What follows belongs to an exercise in optimizing a design on an open flow for small area; a production flow would make more cautious choices.
In this exercise RTL edits were held to simulation tests only and were not proved equivalent to the original.
Power is estimated from default activity; no workload was simulated.

==> inputs of 04-25 <==
## ols_core
module ols_core(
  clock, extReset, 
  extTriggerIn, 
  opcode, config_data, execute, indata, outputBusy, 
  sampleReady50, outputSend, stableInput,
  memoryWrData, memoryRead, memoryWrite, memoryLastWrite,
  extTriggerOut, armLEDnn, 
  triggerLEDnn, wrFlags, extTestMode);
clock: 10.0 ns
lec_check: 0
cap_margin: 20
core_margin: 2
core_utilization: 40
cts_buf_list: sky130_fd_sc_hd__clkbuf_4
cts_cluster_size: 30
slew_margin: 20
run.sh (not shown) runs the stock make flow with config.mk's settings and CLKGATE_MAP_FILE= SYNTH_SCRIPT=/design/flow/synth_recipe.tcl, a recipe that flattens the netlist after the stock synthesis.
==> 03-06 (differences from 04-25) <==
--- a/flow/design.v
+++ b/flow/design.v
@@ -407,55 +407,60 @@
     next_ready50 = FALSE;  
   else if (counter_zero)
     next_ready50 = TRUE;
   else if (counter == divider[23:1])
     next_ready50 = FALSE;
 end
 endmodule
 module stage(
-  clock, reset, dataIn, validIn, dataIn_dlyd,
+  clock, reset, dataIn, validIn,
   wrMask, wrValue, wrEdge, 
   wrConfig, config_data,
   arm, demux_mode, level,
   run, match);
 parameter TRUE = 1'b1;
 parameter FALSE = 1'b0;
 input clock, reset;
 input validIn;
 input [31:0] dataIn;		 
-input [31:0] dataIn_dlyd;	 
 input wrMask;			 
 input wrValue;		 
 input wrEdge;			 
 input wrConfig;			 
 input [31:0] config_data;	 
 input arm;
 input demux_mode;
 input [1:0] level;
 output run;
 output match;
+reg [31:0] dataIn_dlyd;
 reg validIn_dlyd;
 reg [31:0] maskRegister, next_maskRegister;
 reg [31:0] valueRegister, next_valueRegister;
 reg [31:0] edgeRegister, next_edgeRegister;
 reg [27:0] configRegister, next_configRegister;
 reg [15:0] counter, next_counter; 
 reg [31:0] shiftRegister, next_shiftRegister;
 reg match32Register, next_match32Register;
 reg run, next_run;
 reg match, next_match;
 wire cfgStart = configRegister[27];
 wire cfgSerial = configRegister[26];
 wire [4:0] cfgChannel = configRegister[24:20];
 wire [1:0] cfgLevel = configRegister[17:16];
 wire [15:0] cfgDelay = configRegister[15:0];
 always @ (posedge clock)
-  if (wrConfig) validIn_dlyd <= 0;
-  else validIn_dlyd <= validIn | validIn_dlyd;
+  if (wrConfig) begin
+    dataIn_dlyd <= 0;
+    validIn_dlyd <= 0;
+  end else begin
+    dataIn_dlyd <= validIn ? dataIn : dataIn_dlyd;
+    validIn_dlyd <= validIn | validIn_dlyd;
+  end
 always @ (posedge clock)
   if (reset) begin
     maskRegister <= 0;
     valueRegister <= 0;
     edgeRegister <= 0;
     configRegister <= 0;
   end else begin
     maskRegister <= next_maskRegister;
@@ -580,39 +585,37 @@
 input arm;
 input demux_mode;
 output capture;			 
 output run;			 
 reg capture, next_capture;
 reg [1:0] levelReg, next_levelReg;
 wire [3:0] stageRun;
 wire run = |stageRun;
-reg [31:0] dataIn_dlyd;
-always @(posedge clock) if (validIn) dataIn_dlyd <= dataIn;
 wire [3:0] stageMatch;
 stage stage0 (
-  .clock(clock), .reset(reset), .dataIn(dataIn), .validIn(validIn), .dataIn_dlyd(dataIn_dlyd),
+  .clock(clock), .reset(reset), .dataIn(dataIn), .validIn(validIn), 
   .wrMask(wrMask[0]), .wrValue(wrValue[0]), .wrEdge(wrEdge[0]), 
   .wrConfig(wrConfig[0]), .config_data(config_data),
   .arm(arm), .level(levelReg), .demux_mode(demux_mode),
   .run(stageRun[0]), .match(stageMatch[0]));
 stage stage1 (
-  .clock(clock), .reset(reset), .dataIn(dataIn), .validIn(validIn), .dataIn_dlyd(dataIn_dlyd),
+  .clock(clock), .reset(reset), .dataIn(dataIn), .validIn(validIn), 
   .wrMask(wrMask[1]), .wrValue(wrValue[1]), .wrEdge(wrEdge[1]), 
   .wrConfig(wrConfig[1]), .config_data(config_data),
   .arm(arm), .level(levelReg), .demux_mode(demux_mode),
   .run(stageRun[1]), .match(stageMatch[1]));
 stage stage2 (
-  .clock(clock), .reset(reset), .dataIn(dataIn), .validIn(validIn), .dataIn_dlyd(dataIn_dlyd),
+  .clock(clock), .reset(reset), .dataIn(dataIn), .validIn(validIn), 
   .wrMask(wrMask[2]), .wrValue(wrValue[2]), .wrEdge(wrEdge[2]), 
   .wrConfig(wrConfig[2]), .config_data(config_data),
   .arm(arm), .level(levelReg), .demux_mode(demux_mode),
   .run(stageRun[2]), .match(stageMatch[2]));
 stage stage3 (
-  .clock(clock), .reset(reset), .dataIn(dataIn), .validIn(validIn), .dataIn_dlyd(dataIn_dlyd),
+  .clock(clock), .reset(reset), .dataIn(dataIn), .validIn(validIn), 
   .wrMask(wrMask[3]), .wrValue(wrValue[3]), .wrEdge(wrEdge[3]), 
   .wrConfig(wrConfig[3]), .config_data(config_data),
   .arm(arm), .level(levelReg), .demux_mode(demux_mode),
   .run(stageRun[3]), .match(stageMatch[3]));
 always @(posedge clock) 
 begin : P2
   if (reset) 
     begin
Settings changed: CTS_BUF_LIST sky130_fd_sc_hd__clkbuf_4 to default, CTS_CLUSTER_SIZE 30 to default.
==> reports/results.tsv <==
stage	metric	value	unit
outcome	outcome	no timing/DRC/antenna violations	
cts	clock_latency	1.33	ns
floorplanning	die_x	408.4	um
yosys	synth.area.mux_share	13.34	%
power	switching_share	23.34	%
layout	clock_area_share	7.216	%
worst_hold_path	hold_end	async_fifo.dly1[24]$_DFF_P_	
yosys	synth_top_family_by_area	simple AND/OR/NAND/NOR gates	
yosys	synth_xor_area_share	5.421	%
power	power_combinational	0.000243	W
worst_setup_path	critical_path.startpoint	indata[14]	
detailed_routing	num_vias	49240	
detailed_routing	wl_met3	11480	um
worst_setup_path	r2r_slack	4.15	ns
power	intPower	0.009527	W
layout	clkbuf_count	619	
Source of the figures above: 04-25

==> reports/results.tsv <==
stage	metric	value	unit
outcome	outcome	no timing/DRC/antenna violations	
yosys	synth_top_family_by_area	multiplexers	
detailed_routing	num_vias	48070	
detailed_routing	wl_met3	12630	um
yosys	synth_xor_area_share	4.054	%
worst_setup_path	r2r_slack	3.94	ns
yosys	synth.area.mux_share	13.64	%
worst_hold_path	hold_end	async_fifo.dly2[27]$_DFF_P_	
layout	clkbuf_count	238	
power	intPower	0.01067	W
power	power_combinational	0.000321	W
Source of the figures above: 03-06


==> 06-04: inputs <==
ols_core, a different RTL version from the one above (not shown whole).
==> flow/design.v (excerpt) <==
module ols_core(
  clock, extReset, 
  extTriggerIn, 
  opcode, config_data, execute, indata, outputBusy, 
  sampleReady50, outputSend, stableInput,
  memoryWrData, memoryRead, memoryWrite, memoryLastWrite,
  extTriggerOut, armLEDnn, 
  triggerLEDnn, wrFlags, extTestMode);
input clock;
input extReset;			 
input [7:0] opcode;		 
input [31:0] config_data;
input execute;			 
input [31:0] indata;		 
input outputBusy;
input extTriggerIn;
output sampleReady50;
output outputSend;
output [31:0] stableInput;
output [31:0] memoryWrData;
output memoryRead;
output memoryWrite;
output memoryLastWrite;
output extTriggerOut;
output armLEDnn;
output triggerLEDnn;
output wrFlags;
output extTestMode;
wire [31:0] syncedInput;
wire [3:0] wrtrigmask; 
wire [3:0] wrtrigval; 
wire [3:0] wrtrigcfg;
wire [3:0] wrtrigedge;
wire wrDivider; 
wire wrsize; 
wire sample_valid;
wire [31:0] sample_data; 
wire dly_sample_valid;
wire [31:0] dly_sample_data;
wire aligned_data_valid;
wire [31:0] aligned_data;
wire rle_data_valid; 
wire [31:0] rle_data;
wire arm_basic, arm_adv;
wire arm = arm_basic | arm_adv;
wire resetCmd;
wire reset = extReset | resetCmd;
wire reset_core;
wire [31:0] flags_reg;
wire demux_mode = flags_reg[0];                     
wire filter_mode = flags_reg[1];                    
wire [3:0] disabledGroups = flags_reg[5:2];         
wire extClock_mode = flags_reg[6];                  
wire falling_edge = flags_reg[7];                   
wire rleEnable = flags_reg[8];                      
wire numberScheme = flags_reg[9];                   
wire extTestMode = flags_reg[10] && !numberScheme;  
wire intTestMode = flags_reg[11];                   
wire [1:0] rle_mode = flags_reg[15:14];             
wire run_basic, run; 
dly_signal extTriggerIn_reg (clock, extTriggerIn, sampled_extTriggerIn);
dly_signal extTriggerOut_reg (clock, run, extTriggerOut);
assign run = run_basic | sampled_extTriggerIn;
  ...
==> flow/config.mk <==
export PLATFORM = sky130hd
export DESIGN_NAME = ols_core
export DESIGN_NICKNAME = ols_core
export VERILOG_FILES = /design/flow/design.v
export SDC_FILE = /design/flow/constraint.sdc
export NUM_CORES = 4
export LEC_CHECK = 0
export CAP_MARGIN = 20
export CORE_MARGIN = 2
export CORE_UTILIZATION = 75
export CTS_BUF_LIST = sky130_fd_sc_hd__clkbuf_8
export CTS_CLUSTER_DIAMETER = 100
export CTS_CLUSTER_SIZE = 14
export SLEW_MARGIN = 20
==> flow/constraint.sdc <==
create_clock -name core_clock -period 10.0 [get_ports {clock}]
set_input_delay 2.0000 -clock core_clock [delete_from_list [all_inputs] [get_ports {clock}]]
set_output_delay 2.0000 -clock core_clock [all_outputs]
set_load 0.01 [all_outputs]
standard.sh (not shown) runs the stock make flow with config.mk's settings and CLKGATE_MAP_FILE= SYNTH_SCRIPT=/design/flow/synth_recipe.tcl, a recipe that flattens the netlist after the stock synthesis.
==> flow/flow/run.sh <==
#!/bin/bash
# Layout: the standard flow (standard.sh, unchanged synthesis), with two
# changes to how it is made:
#  - input and output ports are buffered with buf_1 instead of the default
#    buffer_ports choice;
#  - clock tree synthesis runs without dummy loads.
# make's full output goes to flow_make.log here; ORFS keeps each step's log
# under orfs/logs/.
set -euo pipefail
bash standard.sh \
  "BUFFER_PORTS_ARGS=-buffer_cell sky130_fd_sc_hd__buf_1" \
  "CTS_ARGS=-sink_clustering_enable -repair_clock_nets -sink_clustering_size 14 -sink_clustering_max_diameter 100 -buf_list sky130_fd_sc_hd__clkbuf_8 -dont_use_dummy_load" \
  finish > flow_make.log 2>&1
==> 11-14 (differences from 06-04) <==
==> flow/flow/run.sh (replaced) <==
#!/bin/bash
# Layout: the standard flow (standard.sh, unchanged synthesis), with
# changes to how it is made:
#  - input and output ports are buffered with buf_1;
#  - clock tree synthesis runs without dummy loads;
#  - after global routing the resizer downsizes gates off the critical paths
#    (RECOVER_POWER), free to change footprints.
# make's full output goes to flow_make.log here; ORFS keeps each step's log
# under orfs/logs/.
set -euo pipefail
bash standard.sh \
  "BUFFER_PORTS_ARGS=-buffer_cell sky130_fd_sc_hd__buf_1" \
  "CTS_ARGS=-sink_clustering_enable -repair_clock_nets -sink_clustering_size 25 -sink_clustering_max_diameter 100 -buf_list sky130_fd_sc_hd__clkbuf_16 -dont_use_dummy_load" \
  "RECOVER_POWER=100" "MATCH_CELL_FOOTPRINT=0" \
  finish > flow_make.log 2>&1
Settings changed: CAP_MARGIN 20 to 0, CORE_UTILIZATION 75 to 65, CTS_BUF_LIST sky130_fd_sc_hd__clkbuf_8 to sky130_fd_sc_hd__clkbuf_16, CTS_CLUSTER_SIZE 14 to 25, SLEW_MARGIN 20 to 0.
==> 04-02 (differences from 06-04) <==
==> flow/flow/run.sh (replaced) <==
#!/bin/bash
# Layout: the standard flow (standard.sh, unchanged synthesis), with two
# changes to how it is made:
#  - input and output ports are buffered with buf_1 instead of the default
#    buffer_ports choice;
#  - clock tree synthesis runs without dummy loads, with clusters of up to
#    28 flip-flops per clkbuf_16 leaf buffer.
# make's full output goes to flow_make.log here; ORFS keeps each step's log
# under orfs/logs/.
set -euo pipefail
bash standard.sh \
  "BUFFER_PORTS_ARGS=-buffer_cell sky130_fd_sc_hd__buf_1" \
  "CTS_ARGS=-sink_clustering_enable -repair_clock_nets -sink_clustering_size 28 -sink_clustering_max_diameter 100 -buf_list sky130_fd_sc_hd__clkbuf_16 -dont_use_dummy_load" \
  finish > flow_make.log 2>&1
Settings changed: CTS_BUF_LIST sky130_fd_sc_hd__clkbuf_8 to sky130_fd_sc_hd__clkbuf_16, CTS_CLUSTER_SIZE 14 to 28.
==> 08-25 (differences from 06-04) <==
--- a/flow/flow/run.sh
+++ b/flow/flow/run.sh
@@ -10,4 +10,5 @@
 bash standard.sh \
   "BUFFER_PORTS_ARGS=-buffer_cell sky130_fd_sc_hd__buf_1" \
-  "CTS_ARGS=-sink_clustering_enable -repair_clock_nets -sink_clustering_size 14 -sink_clustering_max_diameter 100 -buf_list sky130_fd_sc_hd__clkbuf_8 -dont_use_dummy_load" \
+  "CTS_ARGS=-sink_clustering_enable -repair_clock_nets -sink_clustering_size 25 -sink_clustering_max_diameter 100 -buf_list sky130_fd_sc_hd__clkbuf_16 -dont_use_dummy_load" \
+  "REMOVE_ABC_BUFFERS=1" \
   finish > flow_make.log 2>&1
Settings changed: CORE_UTILIZATION 75 to 65, CTS_BUF_LIST sky130_fd_sc_hd__clkbuf_8 to sky130_fd_sc_hd__clkbuf_16, CTS_CLUSTER_SIZE 14 to 25, GPL_TIMING_DRIVEN set to 0.
==> qor.txt <==
Status: complete, no violations
ClkCell Share: 0.0298
Grt met1 use: 0.431
Clk pwr: 3.19 mW
CP delay by family, top: simple AND/OR/NAND/NOR gates
P_seq: 7.05 mW
Hold slack: 312 ps
That was 08-25.
==> qor.txt <==
Synth top area share: 0.363
Status: complete, no violations
Clock Buffer Count: 121
Clk pwr: 3.01 mW
CP delay by family, top: simple AND/OR/NAND/NOR gates
Grt met1 use: 0.474
Slew HR: 0.194
ClkCell Share: 0.0281
Largest register FFs: 99
Largest cell class by area: sequential cells
Hold slack: 287 ps
P_seq: 7.06 mW
That was 06-04.
==> qor.txt <==
Status: complete, no violations
Grt met1 use: 0.470
ClkCell Share: 0.0260
Clk pwr: 2.96 mW
P_seq: 7.06 mW
Hold slack: 328 ps
Width of the die: 287 um
CP delay by family, top: simple AND/OR/NAND/NOR gates
That was 04-02.
==> qor.txt <==
Grt met1 use: 0.407
Layout check faults: max-capacitance violations, max-slew violations
Status: failed layout checks
Clk pwr: 3.21 mW
CP delay by family, top: buffers and inverters
Final Max Slew Viols: 1506
ClkCell Share: 0.0303
P_seq: 7.05 mW
Max cap viols: 44
That was 11-14.
